From an optimization exercise on the open Yosys and OpenROAD flow, aimed at small area; shortcuts taken in it are not production practice. Only simulation tests tie the RTL to the original design; equivalence was not proved. Power figures rest on the tool's default switching activity, not on a simulated workload.

`flow/config.mk`:
```
export PLATFORM = sky130hd
export DESIGN_NAME = mini_audio
export DESIGN_NICKNAME = mini_audio
export VERILOG_FILES = /design/flow/design.v
export SDC_FILE = /design/flow/constraint.sdc
export NUM_CORES = 4
export LEC_CHECK = 0
export CAP_MARGIN = 20
export CORE_MARGIN = 2
export CORE_UTILIZATION = 60
export SLEW_MARGIN = 20
```
`flow/constraint.sdc`:
```
create_clock -name core_clock -period 10.0 [get_ports {clk}]
set_input_delay 2.0000 -clock core_clock [delete_from_list [all_inputs] [get_ports {clk}]]
set_output_delay 2.0000 -clock core_clock [all_outputs]
set_load 0.01 [all_outputs]
```
`flow/design.v`:
```
module fifo
  (
   input         clk,
   input         reset,
   input         req_r,
   input         toggle_diff,
   input [31:0]  data_w,
   output [31:0] data_held,
   output        full
   );
  reg [31:0] buffer [0:14];
  reg [3:0]  h;    
  reg [3:0]  w;    
  function [3:0] nxt;
    input [3:0] x;
    nxt = (x >= 4'd14) ? 4'd0 : x + 4'd1;
  endfunction
  wire [3:0] r = nxt(h);
  wire       empty = (w == r);
  assign full = (nxt(w) == r);
  wire       we = toggle_diff & ~full;
  wire       pop = req_r & ~empty;
  wire [3:0] w_next = we ? nxt(w) : w;
  wire [3:0] h_next = pop ? r : h;
  wire       wr_ok = (w_next != h_next);
  assign data_held = (h == 4'd15) ? 32'd0 : buffer[h];
  always @(posedge clk)
    begin
      if (reset)
        begin
          h <= 4'd15;
          w <= 4'd0;
        end
      else
        begin
          h <= h_next;
          w <= w_next;
        end
    end
  integer k;
  always @(posedge clk)
    for (k = 0; k < 15; k = k + 1)
      if (wr_ok && w_next == k)
        buffer[k] <= data_w;
endmodule
module frac_clk
  (
   input             clk,
   input             reset,
   input [29:0]      factor_mul,
   input [29:0]      factor_div,
   output reg        en
   );
  reg [14:0] eh;
  reg [15:0] el;
  reg        cp;
  wire       neg = eh[14] ^ (cp & (&eh[13:0]));
  wire       pos = ~neg;
  wire [30:0] a = {eh, el};
  wire [30:0] b = {1'b0, factor_mul};
  wire [30:0] c = {pos, ~factor_div & {30{pos}}};
  wire [30:0] s = a ^ b ^ c;
  wire [30:0] k = (a & b) | (a & c) | (b & c);
  wire [30:0] y = {k[29:0], pos};
  wire [31:0] cy;
  assign cy[0] = 1'b0;
  genvar i;
  generate
    for (i = 0; i < 31; i = i + 1)
      begin : rc
        wire ci = (i == 16) ? cp : cy[i];
        assign cy[i+1] = (s[i] & y[i]) | (s[i] & ci) | (y[i] & ci);
      end
  endgenerate
  wire [30:0] ci_all = {cy[30:17], cp, cy[15:0]};
  wire [30:0] e_next = s ^ y ^ ci_all;
  always @(posedge clk)
    begin
      if (reset)
        begin
          eh <= {15{1'b1}};
          el <= {16{1'b1}};
          cp <= 1'b0;
          en <= 1'b0;
        end
      else
        begin
          eh <= e_next[30:16];
          el <= e_next[15:0];
          cp <= cy[16];
          en <= pos;
        end
    end
endmodule
module mini_audio
  (
   input         clk,
   input         reset,
   input [31:0]  data,
   input         valid_toggle,
   input [31:0]  ext_factor_mul,
   input [31:0]  ext_factor_div,
   output        full,
   output        ext_audio_r,
   output        ext_audio_l
   );
  reg toggle;
  reg toggle_prev;
  always @(posedge clk)
    begin
      if (reset)
        begin
          toggle <= 1'b0;
          toggle_prev <= 1'b0;
        end
      else
        begin
          toggle <= valid_toggle;
          toggle_prev <= toggle;
        end
    end
  wire        req;
  wire [31:0] sample;
  reg [16:0]  sample_sum_r;
  reg [16:0]  sample_sum_l;
  assign ext_audio_r = sample_sum_r[16];
  assign ext_audio_l = sample_sum_l[16];
  wire [16:0] cr, cl;
  assign cr[0] = 1'b0;
  assign cl[0] = 1'b0;
  genvar i;
  generate
    for (i = 0; i < 16; i = i + 1)
      begin : rc
        assign cr[i+1] = (sample_sum_r[i] & sample[16+i]) | (sample_sum_r[i] & cr[i]) | (sample[16+i] & cr[i]);
        assign cl[i+1] = (sample_sum_l[i] & sample[i]) | (sample_sum_l[i] & cl[i]) | (sample[i] & cl[i]);
      end
  endgenerate
  always @(posedge clk)
    begin
      if (reset)
        begin
          sample_sum_r <= 17'd0;
          sample_sum_l <= 17'd0;
        end
      else
        begin
          sample_sum_r <= {cr[16], sample_sum_r[15:0] ^ sample[31:16] ^ cr[15:0]};
          sample_sum_l <= {cl[16], sample_sum_l[15:0] ^ sample[15:0] ^ cl[15:0]};
        end
    end
  frac_clk frac_clk_0
    (
     .clk (clk),
     .reset (reset),
     .factor_mul (ext_factor_mul[29:0]),
     .factor_div (ext_factor_div[29:0]),
     .en (req)
     );
  fifo fifo_0
    (
     .clk (clk),
     .reset (reset),
     .req_r (req),
     .toggle_diff (toggle ^ toggle_prev),
     .data_w (data),
     .data_held (sample),
     .full (full)
     );
endmodule
```
`flow/flow/run.sh`:
```
#!/bin/bash
# Standard ORFS layout, with smaller port buffers and a clock tree without
# dummy loads. Each make step's output goes to flow.log here.
set -euo pipefail
export BUFFER_PORTS_ARGS="-buffer_cell sky130_fd_sc_hd__buf_1"
export CTS_ARGS="-sink_clustering_enable -repair_clock_nets -dont_use_dummy_load -buf_list sky130_fd_sc_hd__clkbuf_8 -sink_clustering_size 20 -sink_clustering_max_diameter 50"
bash standard.sh > flow.log 2>&1
```
`flow/standard.sh`:
```
#!/bin/bash
# synth_recipe.tcl (not shown) runs the flow's synth.tcl, then flattens the netlist and writes it again
# the make line also repeats each setting of config.mk as NAME=value (left out here)
make -C /OpenROAD-flow-scripts/flow DESIGN_CONFIG=/design/flow/config.mk WORK_HOME=/design/flow/orfs CLKGATE_MAP_FILE= SYNTH_SCRIPT=/design/flow/synth_recipe.tcl "${@:-finish}"
```
==> impl_metrics.sql, run 1 <==
INSERT INTO impl_metrics (metric_group, metric, value, unit) VALUES
('yosys', 'async_reset_ff_frac', '0', ''),
('clock_network', 'post_cts_resize_count', '0', ''),
('detailed_routing', 'post_drt_via_cell_ratio', '6.43', ''),
('yosys', 'area_contributors_post_synth', 'sky130_fd_sc_hd__edfxtp_1 65%, sky130_fd_sc_hd__fa_1 8.1%, sky130_fd_sc_hd__dfxtp_1 7.0%, sky130_fd_sc_hd__a221oi_1 3.8%, sky130_fd_sc_hd__a22o_1 2.5%', ''),
('timing', 'unrepaired_setup_endpoints_after_global_routing', 'false', ''),
('yosys', 'synth_seq_cells', '557', ''),
('floorplan', 'floorplan.initialDensity', '0.605', ''),
('hold_path', 'worst_hold_path_type', 'reg2reg', ''),
('yosys', 'synthDominantCellAreaShare', '0.654', ''),
('yosys', 'dominantRegCellSynth', 'sky130_fd_sc_hd__edfxtp_1', ''),
('timing', 'worst_pin_slew', '1.13', 'ns'),
('timing', 'fin_hold_ws', '0.501', 'ns'),
('pwr', 'power_frac_comb', '0.229', ''),
('timing', 'setup_slack', '0.394', 'ns'),
('clock_network', 'htreeDepth', '2', ''),
('yosys', 'synth_area_per_cell', '16.8', 'sq um'),
('pwr', 'switching_share', '0.283', ''),
('worst_setup_path', 'timing_worst_setup_path_type', 'in2reg', ''),
('final_layout', 'drive_gt1_frac', '0.121', ''),
('place', 'dpl_worst_slack', '-0.281', 'ns'),
('clock_network', 'cts_num_sinks', '557', ''),
('timing', 'maxClockFrequency', '104', 'MHz'),
('grt', 'number_of_global_route_vias_before_repair', '12200', ''),
('grt', 'grt_util_all_layers', '0.290', ''),
('timing', 'totalNegativeSetupSlack', '0', 'ns'),
('pwr', 'seqPwrFrac', '0.557', ''),
('detailed_routing', 'wl', '53.7', 'mm'),
('worst_setup_path', 'reg2reg_to', 'frac_clk_0.el[15]', ''),
('yosys', 'synthDistinctLibCells', '53', ''),
('floorplan', 'dieArea', '38300', 'sq um'),
('worst_setup_path', 'path_max_fanout', '1', ''),
('clock_network', 'clk_root_buffer_cell', 'sky130_fd_sc_hd__clkbuf_8', ''),
('clock_network', 'clock_tree_from_tritoncts', 'built', ''),
('worst_setup_path', 'arrival', '10.09', 'ns'),
('pwr', 'pwr_density_cell', '213', 'nW/um^2'),
('run', 'drv.max_cap_violation_count', '0', ''),
('grt', 'initial_antenna_violation_count', '1', ''),
('floorplan', 'die_h', '196', 'microns'),
('clock_network', 'clkTransAtPathRegs', '0.05', 'ns'),
('clock_network', 'post-cts-setup-buffers', '0', ''),
('yosys', 'fraction_of_the_yosys_area_taken_by_sequential_cells', '0.724', ''),
('worst_setup_path', 'critical_path_capture_point_type', 'flop', ''),
('timing', 'final.min_clock_period', '9.61', 'ns'),
('pwr', 'pwr-share-clk', '0.214', ''),
('clock_network', 'cts.path.max_buffers', '3', ''),
('final_layout', 'synthesis_to_finish_area_growth', '8.44', '%'),
('grt', 'pin_count_of_the_biggest_net_entering_global_routing', '73', ''),
('yosys', 'mapped_cell_area', '22000', 'sq um'),
('floorplan', 'coreArea', '36400', 'sq um'),
('yosys', 'postSynthNetCount', '1510', ''),
('status', 'outcome', 'finished clean', ''),
('yosys', 'yosysWarningCount', '4', ''),
('timing', 'slew_headroom', '0.246', ''),
('timing', 'finalHoldViolations', '0', ''),
('place', 'dp_hpwl', '29.5', 'mm'),
('pwr', 'internal_power', '3.66', 'mW'),
('clock_network', 'clkLatencyLatePin', '0.67', 'ns'),
('pwr', 'leakage', '7.97', 'nW'),
('worst_setup_path', 'critical_path_launch_point_type', 'primary input', ''),
('timing', 'timing.final.max_slew_violations', '0', ''),
('worst_setup_path', 'reg2reg_depth', '24', ''),
('place', 'finalWeightedCongestion', '0.788', ''),
('yosys', 'syn_inst', '1313', ''),
('clock_network', 'cts-buffers-inserted', '46', ''),
('hold_path', 'min-delay-start', 'toggle', ''),
('detailed_routing', 'wl_per_cell', '28.2', 'microns'),
('clock_network', 'cts_hold_buffers', '0', ''),
('worst_setup_path', 'reg2reg_from', 'frac_clk_0.eh[0]', ''),
('timing', 'finClkSkew', '0.0805', 'ns'),
('yosys', 'synth_top_area_cell', 'sky130_fd_sc_hd__edfxtp_1', ''),
('floorplan', 'pin_count', '102', '');
==> registers in the layout, indices dropped and copies added (netlist names) <==
signal and cells:
frac_clk_0.el 16, fifo_0.w 4, fifo_0.h 4, toggle 1, sample_sum_r 17, frac_clk_0.eh 15, fifo_0.buffer 480, frac_clk_0.cp 1
frac_clk_0.en 1, toggle_prev 1, sample_sum_l 17
==> cells in the final DEF (no fill, tap or decap), drive strengths merged, types with 3 or more instances in the layout <==
cell type,Yosys,final
o31ai,3,3
nand4,3,3
nor2,70,70
fa,89,89
or2,29,29
xnor2,10,10
a21oi,6,6
o21ai,4,4
nor2b,36,36
a22o,64,64
nor3,3,3
dfxtp,77,77
o22ai,3,3
edfxtp,480,480
a221oi,96,96
inv,16,16
mux2i,4,4
a22oi,64,64
a41oi,30,30
clkbuf,77,46
nand2,92,92
buf,1,153
and3,6,6
and2,12,12
ha,9,9
xor2,5,5
==> critical path, cell delays in order <==
cell and delay, ns:
sky130_fd_sc_hd__buf_1 0.07, sky130_fd_sc_hd__nor2_1 0.13, sky130_fd_sc_hd__fa_1 0.44, sky130_fd_sc_hd__ha_1 0.23
sky130_fd_sc_hd__fa_1 0.45, sky130_fd_sc_hd__fa_1 0.48, sky130_fd_sc_hd__fa_1 0.47, sky130_fd_sc_hd__fa_1 0.46
sky130_fd_sc_hd__fa_1 0.46, sky130_fd_sc_hd__fa_1 0.47, sky130_fd_sc_hd__fa_1 0.46, sky130_fd_sc_hd__fa_1 0.46
sky130_fd_sc_hd__fa_1 0.46, sky130_fd_sc_hd__fa_1 0.47, sky130_fd_sc_hd__fa_1 0.46, sky130_fd_sc_hd__fa_1 0.47
sky130_fd_sc_hd__fa_1 0.46, sky130_fd_sc_hd__fa_1 0.46, sky130_fd_sc_hd__fa_1 0.46, sky130_fd_sc_hd__or2_2 0.28
==> synthesized netlist by cell type (2+ instances only) <==
cell type	n
sky130_fd_sc_hd__a211oi_1	2
sky130_fd_sc_hd__a21oi_1	6
sky130_fd_sc_hd__a221oi_1	96
sky130_fd_sc_hd__a22o_1	64
sky130_fd_sc_hd__a22oi_1	64
sky130_fd_sc_hd__a41o_1	2
sky130_fd_sc_hd__a41oi_1	30
sky130_fd_sc_hd__and2_1	11
sky130_fd_sc_hd__and3_1	6
sky130_fd_sc_hd__clkbuf_1	75
sky130_fd_sc_hd__clkbuf_2	2
sky130_fd_sc_hd__dfxtp_1	77
sky130_fd_sc_hd__edfxtp_1	480
sky130_fd_sc_hd__fa_1	89
sky130_fd_sc_hd__ha_1	9
sky130_fd_sc_hd__inv_1	16
sky130_fd_sc_hd__mux2i_1	4
sky130_fd_sc_hd__nand2_1	91
sky130_fd_sc_hd__nand2b_1	2
sky130_fd_sc_hd__nand3_1	2
sky130_fd_sc_hd__nand4_1	3
sky130_fd_sc_hd__nor2_1	70
sky130_fd_sc_hd__nor2b_1	35
sky130_fd_sc_hd__nor3_1	3
sky130_fd_sc_hd__o21ai_0	2
sky130_fd_sc_hd__o21ai_1	2
sky130_fd_sc_hd__o22ai_1	3
sky130_fd_sc_hd__o31ai_1	2
sky130_fd_sc_hd__or2_2	29
sky130_fd_sc_hd__xnor2_1	9
sky130_fd_sc_hd__xor2_1	5
==> power by group through the flow <==
stage | combinational, mW | clock, mW | sequential, mW
after CTS | 1.19 | 1.11 | 2.84
after floorplan | 0.808 | 0 | 2.87
after detailed placement | 1.17 | 0 | 2.89
after global routing | 1.35 | 1.18 | 2.86
final | 1.17 | 1.09 | 2.84
after global placement | 1.15 | 0 | 2.89
==> worst max-delay path by stage <==
stage,start,end,slack (ns)
2_1_floorplan,ext_factor_div[0],frac_clk_0.el[15],0.07
3_3_place_gp,ext_factor_div[0],frac_clk_0.el[15],-0.25
3_5_place_dp,ext_factor_div[0],frac_clk_0.el[15],-0.28
4_1_cts,ext_factor_div[0],frac_clk_0.el[15],0.36
5_1_grt,ext_factor_div[0],frac_clk_0.el[15],0.11
6_report,ext_factor_div[0],frac_clk_0.el[15],0.39
==> metal layers <==
metal  global-route usage  part of all wire  vias to the layer above
li1                     -                 -                     5307
met4               0.0912             0.024                        2
met5                    0           0.00020                        -
met1                0.411              0.41                     6298
met2                0.473              0.48                      545
met3               0.0444             0.083                       86
==> through the flow <==
stage / utilization / power, mW / area, sq um
CTS: 0.656 / 5.15 / 23900
detailed placement: 0.639 / 4.06 / 23300
floorplan: - / 3.68 / 22000
finish: 0.656 / 5.10 / 23900
global route: 0.656 / 5.39 / 23900
global placement: 0.639 / 4.04 / 23300
==> cells by family (layout without fill, tap and decap cells) <==
kind of cell,Yosys count,in the layout,synth area share
adder cells (fa/ha/maj),98,98,0.0859
AO/OA/AOI/OAI,285,285,0.109
other,0,1,0
multiplexers,4,4,0.00182
flip-flops,557,557,0.724
buffers and inverters,94,215,0.0162
AND/OR/NAND/NOR,260,260,0.0574
XOR/XNOR,15,15,0.00630
==> area by class of cell <==
cell class | instances | area (sq um) | area share
antenna | 1 | 2.50 | 0.000105
multi-input combinational | 662 | 5880 | 0.246
timing repair buffer | 153 | 786 | 0.0329
inverter | 16 | 60.1 | 0.00251
tap | 468 | 586 | 0.0245
clock buffer | 46 | 633 | 0.0265
sequential | 557 | 16000 | 0.667
==> run 2: changes to the inputs <==
--- a/flow/config.mk
+++ b/flow/config.mk
@@ -9,3 +9,3 @@
 export CORE_MARGIN = 2
-export CORE_UTILIZATION = 60
+export CORE_UTILIZATION = 40
 export SLEW_MARGIN = 20
==> impl_metrics.sql, run 2 <==
INSERT INTO impl_metrics (metric_group, metric, value, unit) VALUES
('status', 'outcome', 'finished clean', ''),
('timing', 'unrepaired_setup_endpoints_after_global_routing', 'false', ''),
('yosys', 'mapped_cell_area', '22000', 'sq um'),
('floorplan', 'coreArea', '54800', 'sq um'),
('worst_setup_path', 'critical_path_launch_point_type', 'primary input', ''),
('floorplan', 'placement_row_count', '86', ''),
('yosys', 'synth_edf_count', '480', ''),
('final_layout', 'fillers', '4745', ''),
('detailed_routing', 'post_drt_via_cell_ratio', '5.77', ''),
('place', 'dp_hpwl', '30.9', 'mm'),
('yosys', 'async_reset_ff_frac', '0', ''),
('clock_network', 'post-cts-setup-buffers', '0', ''),
('place', 'placement.io_buffers', '97', ''),
('detailed_routing', 'wl_per_cell', '26.2', 'microns'),
('pwr', 'seqPwrFrac', '0.552', ''),
('yosys', 'synth_seq_cells', '557', ''),
('pwr', 'power.net_switching', '1.47', 'mW'),
('detailed_routing', 'detail-route-antenna-nets', '0', ''),
('worst_setup_path', 'critical_path_capture_point_type', 'flop', ''),
('detailed_routing', 'via_count', '12300', ''),
('clock_network', 'cts-buffers-inserted', '49', ''),
('floorplan', 'pin_count', '102', ''),
('worst_setup_path', 'reg2reg_to', 'sample_sum_l[15]', ''),
('place', 'dpl_worst_slack', '-0.317', 'ns'),
('yosys', 'area_contributors_post_synth', 'sky130_fd_sc_hd__edfxtp_1 65%, sky130_fd_sc_hd__fa_1 8.1%, sky130_fd_sc_hd__dfxtp_1 7.0%, sky130_fd_sc_hd__a221oi_1 3.8%, sky130_fd_sc_hd__a22o_1 2.5%', ''),
('worst_setup_path', 'timing_worst_setup_path_type', 'in2reg', ''),
('grt', 'initial_antenna_violation_count', '1', ''),
('timing', 'slew_headroom', '0.272', ''),
('worst_setup_path', 'reg2reg_from', 'fifo_0.h[0]', ''),
('clock_network', 'htreeDepth', '2', ''),
('timing', 'maxClockFrequency', '104', 'MHz'),
('worst_setup_path', 'arrival', '10.08', 'ns'),
('timing', 'setup_slack', '0.374', 'ns'),
('clock_network', 'cts.path.max_buffers', '3', ''),
('detailed_routing', 'detail_route.drc_violations', '0', ''),
('yosys', 'yosysWarningCount', '4', ''),
('final_layout', 'final_cell_mix', '480 x sky130_fd_sc_hd__edfxtp_1, 96 x sky130_fd_sc_hd__a221oi_1, 96 x sky130_fd_sc_hd__buf_1, 91 x sky130_fd_sc_hd__nand2_1, 89 x sky130_fd_sc_hd__fa_1', ''),
('final_layout', 'reg_top3', 'fifo_0.buffer: 480 flops, sample_sum_l: 17 flops, sample_sum_r: 17 flops', ''),
('hold_path', 'timing.hold.worst_path_depth', '1', ''),
('detailed_routing', 'detailedRoute.firstPassIterationCount', '5', ''),
('pwr', 'report.power.total', '5.14', 'mW'),
('timing', 'layout_worst_path_cycle_share', '0.963', ''),
('clock_network', 'clock_tree_from_tritoncts', 'built', ''),
('final_layout', 'largest_register', 'fifo_0.buffer', ''),
('clock_network', 'clkLatencyLatePin', '0.71', 'ns'),
('yosys', 'synth_area_per_cell', '16.8', 'sq um'),
('final_layout', 'synthesis_to_finish_area_growth', '9.72', '%'),
('worst_setup_path', 'slowest_cell_on_crit_path', 'sky130_fd_sc_hd__fa_1', ''),
('yosys', 'synthDistinctLibCells', '53', ''),
('detailed_routing', 'wl', '56.0', 'mm'),
('final_layout', 'post-route-util', '0.442', ''),
('clock_network', 'clk_root_buffer_cell', 'sky130_fd_sc_hd__clkbuf_8', ''),
('grt', 'globalRoute.totalOverflow', '0', ''),
('final_layout', 'drive_gt1_frac', '0.119', ''),
('yosys', 'dominantRegCellSynth', 'sky130_fd_sc_hd__edfxtp_1', ''),
('timing', 'worst_pin_slew', '1.09', 'ns'),
('final_layout', 'largest_register_ff_count', '480', ''),
('hold_path', 'worst_hold_path_type', 'reg2reg', ''),
('worst_setup_path', 'critical_path.cell_chain', 'buf_1 -> nor2_1 -> fa_1 -> ha_1 -> fa_1 -> fa_1 -> fa_1 -> fa_1 -> fa_1 -> fa_1 -> fa_1 -> fa_1 -> fa_1 -> fa_1 -> fa_1 -> fa_1 -> fa_1 -> fa_1 -> fa_1 -> or2_2', ''),
('detailed_routing', 'drtIter0Drc', '1290', ''),
('pwr', 'power_frac_comb', '0.227', ''),
('grt', 'grt_util_all_layers', '0.199', ''),
('pwr', 'pwr_density_cell', '213', 'nW/um^2'),
('yosys', 'synth_top_area_cell', 'sky130_fd_sc_hd__edfxtp_1', ''),
('yosys', 'synthDominantCellAreaShare', '0.654', ''),
('timing', 'finClkSkew', '0.149', 'ns'),
('floorplan', 'dieArea', '57000', 'sq um'),
('timing', 'fin_hold_ws', '0.513', 'ns'),
('floorplan', 'floorplan.initialDensity', '0.402', ''),
('clock_network', 'clkTransAtPathRegs', '0.06', 'ns'),
('pwr', 'pwr-share-clk', '0.221', ''),
('yosys', 'synth_common_cells', '480 x sky130_fd_sc_hd__edfxtp_1, 96 x sky130_fd_sc_hd__a221oi_1, 91 x sky130_fd_sc_hd__nand2_1, 89 x sky130_fd_sc_hd__fa_1, 77 x sky130_fd_sc_hd__dfxtp_1', ''),
('worst_setup_path', 'r2r_setup_slack', '0.61', 'ns'),
('pwr', 'internal_power', '3.68', 'mW'),
('clock_network', 'cts_hold_buffers', '0', ''),
('worst_setup_path', 'required', '10.45', 'ns'),
('clock_network', 'post_cts_resize_count', '0', ''),
('floorplan', 'die_h', '239', 'microns'),
('grt', 'pin_count_of_the_biggest_net_entering_global_routing', '73', ''),
('timing', 'finalHoldViolations', '0', ''),
('floorplan', 'die_w', '239', 'microns'),
('worst_setup_path', 'cp_slowest_stage_delay', '0.48', 'ns'),
('pwr', 'leakage', '7.96', 'nW'),
('clock_network', 'cts_num_sinks', '557', ''),
('hold_path', 'min-delay-start', 'toggle', ''),
('final_layout', 'design.final.nets', '1629', ''),
('timing', 'timing.final.max_slew_violations', '0', ''),
('grt', 'grt_first_pass_wirelength', '82.5', 'mm'),
('pwr', 'irDropWorstVdd', '130', 'uV'),
('pwr', 'switching_share', '0.285', ''),
('yosys', 'synth.most_common_cell', 'sky130_fd_sc_hd__edfxtp_1', ''),
('final_layout', 'commonest_non_fill_non_tap_cell_in_the_layout', 'sky130_fd_sc_hd__edfxtp_1', ''),
('worst_setup_path', 'reg2reg_depth', '25', ''),
('run', 'drv.max_cap_violation_count', '0', ''),
('hold_path', 'min_delay_worst_endpoint', 'toggle_prev', ''),
('worst_setup_path', 'cpMostUsedCell', 'sky130_fd_sc_hd__fa_1', ''),
('yosys', 'postSynthNetCount', '1510', ''),
('timing', 'final.min_clock_period', '9.63', 'ns'),
('yosys', 'fraction_of_the_yosys_area_taken_by_sequential_cells', '0.724', ''),
('worst_setup_path', 'path_max_fanout', '1', ''),
('grt', 'number_of_global_route_vias_before_repair', '12500', ''),
('final_layout', 'antenna_cells_inserted', '0', ''),
('timing', 'finalSetupViolCount', '0', ''),
('yosys', 'syn_inst', '1313', ''),
('place', 'finalWeightedCongestion', '0.746', '');
[run 2: worst max-delay path by stage]
stage / from / endpoint / slack (ns) / depth (start not counted)
6_report: ext_factor_div[0] / frac_clk_0.el[15] / 0.37 / 20
4_1_cts: ext_factor_div[0] / frac_clk_0.el[15] / 0.31 / 20
3_5_place_dp: ext_factor_div[0] / frac_clk_0.el[15] / -0.32 / 20
2_1_floorplan: ext_factor_div[0] / frac_clk_0.el[15] / 0.07 / 19
3_3_place_gp: ext_factor_div[0] / frac_clk_0.el[15] / -0.20 / 20
5_1_grt: ext_factor_div[0] / frac_clk_0.el[15] / 0.04 / 20
[run 2: critical path: cells and delay by family]
| kind | cells | cell delay, ns |
|---|---|---|
| buffers and inverters | 1 | 0.07 |
| adder cells (fa/ha/maj) | 17 | 7.62 |
| AND/OR/NAND/NOR | 2 | 0.40 |
[run 2: area by class of cell]
cell class	instances	area (sq um)	share of cell area
Clock buffer	49	674	0.0279
Inverter	16	60.1	0.00248
Multi-Input combinational cell	662	5880	0.243
Sequential cell	557	16000	0.660
Tap cell	704	881	0.0364
Timing Repair Buffer	146	733	0.0303
[run 2: per-stage QoR]
stage / cell area [sq um] / cells / setup TNS [ns]
detailed placement: 23500 / 2085 / -0.465
global route: 24200 / 2134 / 0
finish: 24200 / 2134 / 0
floorplan: 22000 / 1313 / 0
global placement: 23500 / 2085 / -0.240
CTS: 24200 / 2134 / 0
[run 2: cell families (layout without fill, tap and decap cells)]
logic type / after synthesis / in the layout / synth area share
AOI/OAI and AO/OA: 285 / 285 / 0.109
xor gates and xnor gates: 15 / 15 / 0.00630
adders and majority gates: 98 / 98 / 0.0859
buffers and inverters: 94 / 211 / 0.0162
DFF: 557 / 557 / 0.724
muxes: 4 / 4 / 0.00182
and+or+nand+nor: 260 / 260 / 0.0574
[run 2: power by group through the flow]
stage / combinational, mW / clock, mW / sequential (mW)
floorplan: 0.808 / 0 / 2.87
global placement: 1.15 / 0 / 2.89
detailed placement: 1.18 / 0 / 2.89
CTS: 1.19 / 1.17 / 2.84
global route: 1.35 / 1.24 / 2.86
finish: 1.17 / 1.14 / 2.84
[run 2: routing by layer]
layer,GRT usage,vias to the layer above,wire [microns]
li1,-,5296,-
met1,0.280,6406,24100
met2,0.323,521,26500
met3,0.0338,80,4360
met4,0.0487,2,1000
met5,0,-,13
==> run 3: changes to the inputs <==
==> flow/flow/run.sh (replaced) <==
#!/bin/bash
# Standard ORFS layout, with smaller port buffers and a clock tree without
# dummy loads. Each make step's output goes to flow.log here.
set -euo pipefail
export BUFFER_PORTS_ARGS="-buffer_cell sky130_fd_sc_hd__buf_1"
export CTS_ARGS="-sink_clustering_enable -repair_clock_nets -dont_use_dummy_load -buf_list sky130_fd_sc_hd__clkbuf_4 -sink_clustering_size 10 -sink_clustering_max_diameter 40"
bash standard.sh > flow.log 2>&1
--- a/flow/config.mk
+++ b/flow/config.mk
@@ -9,3 +9,4 @@
 export CORE_MARGIN = 2
-export CORE_UTILIZATION = 40
+export CORE_UTILIZATION = 65
+export GPL_TIMING_DRIVEN = 0
 export SLEW_MARGIN = 20
==> impl_metrics.sql, run 3 <==
INSERT INTO impl_metrics (metric_group, metric, value, unit) VALUES
('worst_setup_path', 'critical_path_capture_point_type', 'flop', ''),
('status', 'outcome', 'finished clean', ''),
('clock_network', 'clkTransAtPathRegs', '0.10', 'ns'),
('worst_setup_path', 'critical_path.startpoint', 'fifo_0.h[1]', ''),
('yosys', 'synth_seq_cells', '557', ''),
('detailed_routing', 'detail-route-antenna-nets', '0', ''),
('yosys', 'synth.most_common_cell', 'sky130_fd_sc_hd__edfxtp_1', ''),
('detailed_routing', 'wl_per_cell', '30.8', 'microns'),
('timing', 'setup_slack', '0.225', 'ns'),
('yosys', 'postSynthNetCount', '1510', ''),
('timing', 'finClkSkew', '0.0678', 'ns'),
('yosys', 'area_contributors_post_synth', 'sky130_fd_sc_hd__edfxtp_1 65%, sky130_fd_sc_hd__fa_1 8.1%, sky130_fd_sc_hd__dfxtp_1 7.0%, sky130_fd_sc_hd__a221oi_1 3.8%, sky130_fd_sc_hd__a22o_1 2.5%', ''),
('grt', 'initial_antenna_violation_count', '1', ''),
('yosys', 'synthDominantCellAreaShare', '0.654', ''),
('timing', 'worst_pin_slew', '1.27', 'ns'),
('floorplan', 'coreArea', '33400', 'sq um'),
('place', 'dp_hpwl', '38.5', 'mm'),
('final_layout', 'drive_gt1_frac', '0.120', ''),
('pwr', 'internal_power', '3.61', 'mW'),
('yosys', 'synth_area_per_cell', '16.8', 'sq um'),
('pwr', 'switching_share', '0.296', ''),
('floorplan', 'floorplan.initialDensity', '0.659', ''),
('run', 'drv.max_cap_violation_count', '0', ''),
('detailed_routing', 'detailedRoute.firstPassIterationCount', '5', ''),
('timing', 'timing.final.max_slew_violations', '0', ''),
('final_layout', 'largest_register', 'fifo_0.buffer', ''),
('clock_network', 'htreeDepth', '3', ''),
('place', 'finalWeightedCongestion', '0.828', ''),
('yosys', 'synth_top_area_cell', 'sky130_fd_sc_hd__edfxtp_1', ''),
('timing', 'layout_worst_path_cycle_share', '0.977', ''),
('final_layout', 'design_area', '24400', 'sq um'),
('timing', 'fin_hold_ws', '0.547', 'ns'),
('clock_network', 'clk_root_buffer_cell', 'sky130_fd_sc_hd__clkbuf_4', ''),
('pwr', 'leakage', '8.14', 'nW'),
('floorplan', 'placement_row_count', '67', ''),
('yosys', 'async_reset_ff_frac', '0', ''),
('grt', 'globalRoute.totalOverflow', '0', ''),
('pwr', 'pwr-share-clk', '0.203', ''),
('floorplan', 'dieArea', '35400', 'sq um'),
('pwr', 'irDropWorstVdd', '130', 'uV'),
('timing', 'unrepaired_setup_endpoints_after_global_routing', 'true', ''),
('final_layout', 'final_cell_mix', '480 x sky130_fd_sc_hd__edfxtp_1, 96 x sky130_fd_sc_hd__a221oi_1, 96 x sky130_fd_sc_hd__buf_1, 91 x sky130_fd_sc_hd__nand2_1, 89 x sky130_fd_sc_hd__fa_1', ''),
('yosys', 'synth_edf_count', '480', ''),
('clock_network', 'clock_tree_from_tritoncts', 'built', ''),
('grt', 'grt_first_pass_wirelength', '87.6', 'mm'),
('yosys', 'yosysWarningCount', '4', ''),
('yosys', 'mapped_cell_area', '22000', 'sq um'),
('final_layout', 'commonest_non_fill_non_tap_cell_in_the_layout', 'sky130_fd_sc_hd__edfxtp_1', ''),
('hold_path', 'min-delay-start', 'toggle', ''),
('clock_network', 'clkLatencyLatePin', '0.78', 'ns'),
('detailed_routing', 'post_drt_via_cell_ratio', '6.73', ''),
('grt', 'pin_count_of_the_biggest_net_entering_global_routing', '20', ''),
('clock_network', 'cts_num_sinks', '557', ''),
('final_layout', 'design.final.nets', '1712', ''),
('detailed_routing', 'via_count', '13200', ''),
('pwr', 'power_frac_comb', '0.244', ''),
('place', 'placement.io_buffers', '96', ''),
('yosys', 'syn_inst', '1313', ''),
('final_layout', 'reg_top3', 'fifo_0.buffer: 480 flops, sample_sum_l: 17 flops, sample_sum_r: 17 flops', ''),
('floorplan', 'pin_count', '102', ''),
('worst_setup_path', 'critical_path_launch_point_type', 'flop', ''),
('grt', 'grt_util_all_layers', '0.354', ''),
('worst_setup_path', 'path_max_fanout', '10', ''),
('place', 'postPlaceCellArea', '23800', 'sq um'),
('pwr', 'seqPwrFrac', '0.553', ''),
('final_layout', 'synthesis_to_finish_area_growth', '10.6', '%'),
('clock_network', 'cts.path.max_buffers', '3', ''),
('timing', 'finalSetupViolCount', '0', ''),
('timing', 'slew_headroom', '0.153', ''),
('clock_network', 'cts_hold_buffers', '0', ''),
('worst_setup_path', 'reg2reg_from', 'fifo_0.h[1]', ''),
('floorplan', 'die_w', '188', 'microns'),
('worst_setup_path', 'timing_worst_setup_path_type', 'reg2reg', ''),
('place', 'dpl_worst_slack', '-0.334', 'ns'),
('clock_network', 'cts-buffers-inserted', '74', ''),
('pwr', 'pwr_density_cell', '210', 'nW/um^2'),
('timing', 'finalHoldViolations', '0', ''),
('detailed_routing', 'drtIter0Drc', '1569', ''),
('worst_setup_path', 'arrival', '10.49', 'ns'),
('final_layout', 'largest_register_ff_count', '480', ''),
('pwr', 'power.net_switching', '1.52', 'mW'),
('yosys', 'synthDistinctLibCells', '53', ''),
('grt', 'number_of_global_route_vias_before_repair', '13300', ''),
('yosys', 'fraction_of_the_yosys_area_taken_by_sequential_cells', '0.724', ''),
('timing', 'final.min_clock_period', '9.77', 'ns'),
('hold_path', 'worst_hold_path_type', 'reg2reg', ''),
('worst_setup_path', 'required', '10.72', 'ns'),
('detailed_routing', 'detail_route.drc_violations', '0', ''),
('yosys', 'synth_common_cells', '480 x sky130_fd_sc_hd__edfxtp_1, 96 x sky130_fd_sc_hd__a221oi_1, 91 x sky130_fd_sc_hd__nand2_1, 89 x sky130_fd_sc_hd__fa_1, 77 x sky130_fd_sc_hd__dfxtp_1', ''),
('detailed_routing', 'wl', '60.5', 'mm'),
('timing', 'maxClockFrequency', '102', 'MHz'),
('pwr', 'report.power.total', '5.13', 'mW'),
('yosys', 'dominantRegCellSynth', 'sky130_fd_sc_hd__edfxtp_1', ''),
('floorplan', 'die_h', '188', 'microns');
run 3: cell counts after synthesis:
No cell type changed its count.
run 3: path summary, 6_finish.rpt:
kind	to	slack, ns	cells past startpoint
setup / recovery	sample_sum_l[15]	0.23	26
hold / removal	toggle_prev	0.55	1
setup reg to reg	sample_sum_l[15]	0.23	26
hold reg to reg	toggle_prev	0.55	1
run 3: area by class of cell:
| cell class | instances | area [sq um] |
|---|---|---|
| antenna | 1 | 2.50 |
| buffer | 77 | 314 |
| clock buffer | 74 | 556 |
| fill | 2097 | 9070 |
| inverter | 16 | 60.1 |
| multi-input combinational | 662 | 5850 |
| sequential | 557 | 16000 |
| tap | 448 | 561 |
| timing repair buffer | 127 | 1080 |
run 3: timing repair:
action                                  CTS  global route
buffers inserted                          2             0
gates resized for setup                   7            17
pin swaps                                 1             0
endpoints found under the hold margin     0             0
endpoints found under the setup margin    6             6
run 3: kinds of logic (layout without fill, tap and decap cells):
kind of cell | after synthesis | count (layout) | synth area share
muxes | 4 | 4 | 0.00182
and+or+nand+nor | 260 | 260 | 0.0574
DFF | 557 | 557 | 0.724
other | 0 | 1 | 0
buffers and inverters | 94 | 294 | 0.0162
xor gates and xnor gates | 15 | 15 | 0.00630
adders and majority gates | 98 | 98 | 0.0859
AOI/OAI and AO/OA | 285 | 285 | 0.109
run 3: metal layers:
metal  GRT usage  wire length, microns  up-vias
met5           0                     0        -
met4       0.176                  3090        0
met3      0.0870                  7370      184
met2       0.542                 28100      952
met1       0.484                 21900     6564
li1            -                     -     5504
run 3: power by group through the flow:
stage / Combinational (mW) / Clock, mW / Sequential, mW
2_1_floorplan: 0.808 / 0 / 2.87
3_3_place_gp: 1.16 / 0 / 2.89
3_5_place_dp: 1.24 / 0 / 2.89
4_1_cts: 1.26 / 1.05 / 2.84
5_1_grt: 1.41 / 1.13 / 2.86
6_report: 1.25 / 1.04 / 2.84
run 3: stage by stage:
step,instances,util,TNS (ns)
after floorplan,1313,-,0
after global placement,1857,0.687,-0.819
after detailed placement,1886,0.711,-1.02
after CTS,1961,0.728,0
after global routing,1962,0.729,-0.0891
final,1962,0.729,0
run 3: critical path, cell delays in order (launching register included):
cell and delay [ns]:
sky130_fd_sc_hd__dfxtp_1 0.49, sky130_fd_sc_hd__inv_1 0.11, sky130_fd_sc_hd__ha_1 0.24, sky130_fd_sc_hd__and3_1 0.20
sky130_fd_sc_hd__clkbuf_1 0.27, sky130_fd_sc_hd__clkbuf_1 0.47, sky130_fd_sc_hd__a22o_1 0.37, sky130_fd_sc_hd__a221oi_1 0.26
sky130_fd_sc_hd__a41oi_1 0.18, sky130_fd_sc_hd__ha_1 0.26, sky130_fd_sc_hd__fa_1 0.46, sky130_fd_sc_hd__fa_1 0.45
sky130_fd_sc_hd__fa_1 0.45, sky130_fd_sc_hd__fa_1 0.44, sky130_fd_sc_hd__fa_1 0.44, sky130_fd_sc_hd__fa_1 0.44
sky130_fd_sc_hd__fa_1 0.53, sky130_fd_sc_hd__fa_1 0.45, sky130_fd_sc_hd__fa_1 0.44, sky130_fd_sc_hd__fa_1 0.44
sky130_fd_sc_hd__fa_1 0.44, sky130_fd_sc_hd__fa_1 0.44, sky130_fd_sc_hd__fa_1 0.44, sky130_fd_sc_hd__fa_1 0.41
sky130_fd_sc_hd__inv_1 0.09, sky130_fd_sc_hd__fa_1 0.41, sky130_fd_sc_hd__nor2_1 0.10

==> what the ideal ports hide <==
No port has a modelled driver above. Below, the same layouts with a new extraction and two added sets of constraints.
Step 1 (the two cells are an assumption about what drives the block):
set clk [get_ports {clk}]
set_driving_cell -lib_cell sky130_fd_sc_hd__clkbuf_16 $clk
set_driving_cell -lib_cell sky130_fd_sc_hd__buf_2 [delete_from_list [all_inputs] $clk]
Step 2 moves the port delays by t, midway between the first and last clock arrival at a register: inputs arrive t later, outputs are due t later. That takes back most of the time a late clock gives input paths.
Three values: ideal, step 1, step 2; two values: the first two.
run | t (ns) | slack for setup (ns) | clock arrival spread, ns | slew at the worst register clock pin (ns)
run 1 | 0.676 | 0.394 / 0.419 / -0.257 | 0.080 / 0.080 | 0.12 / 0.12
run 2 | 0.689 | 0.374 / 0.401 / -0.287 | 0.149 / 0.149 | 0.11 / 0.11
run 3 | 0.801 | 0.225 / 0.225 / -0.232 | 0.079 / 0.078 | 0.11 / 0.11
Met with ideal ports but missed after step 2: setup timing in every run listed. For run 2, which loses most, drivers alone change the setup slack by +0.027 ns; drivers and shift together by -0.661 ns.
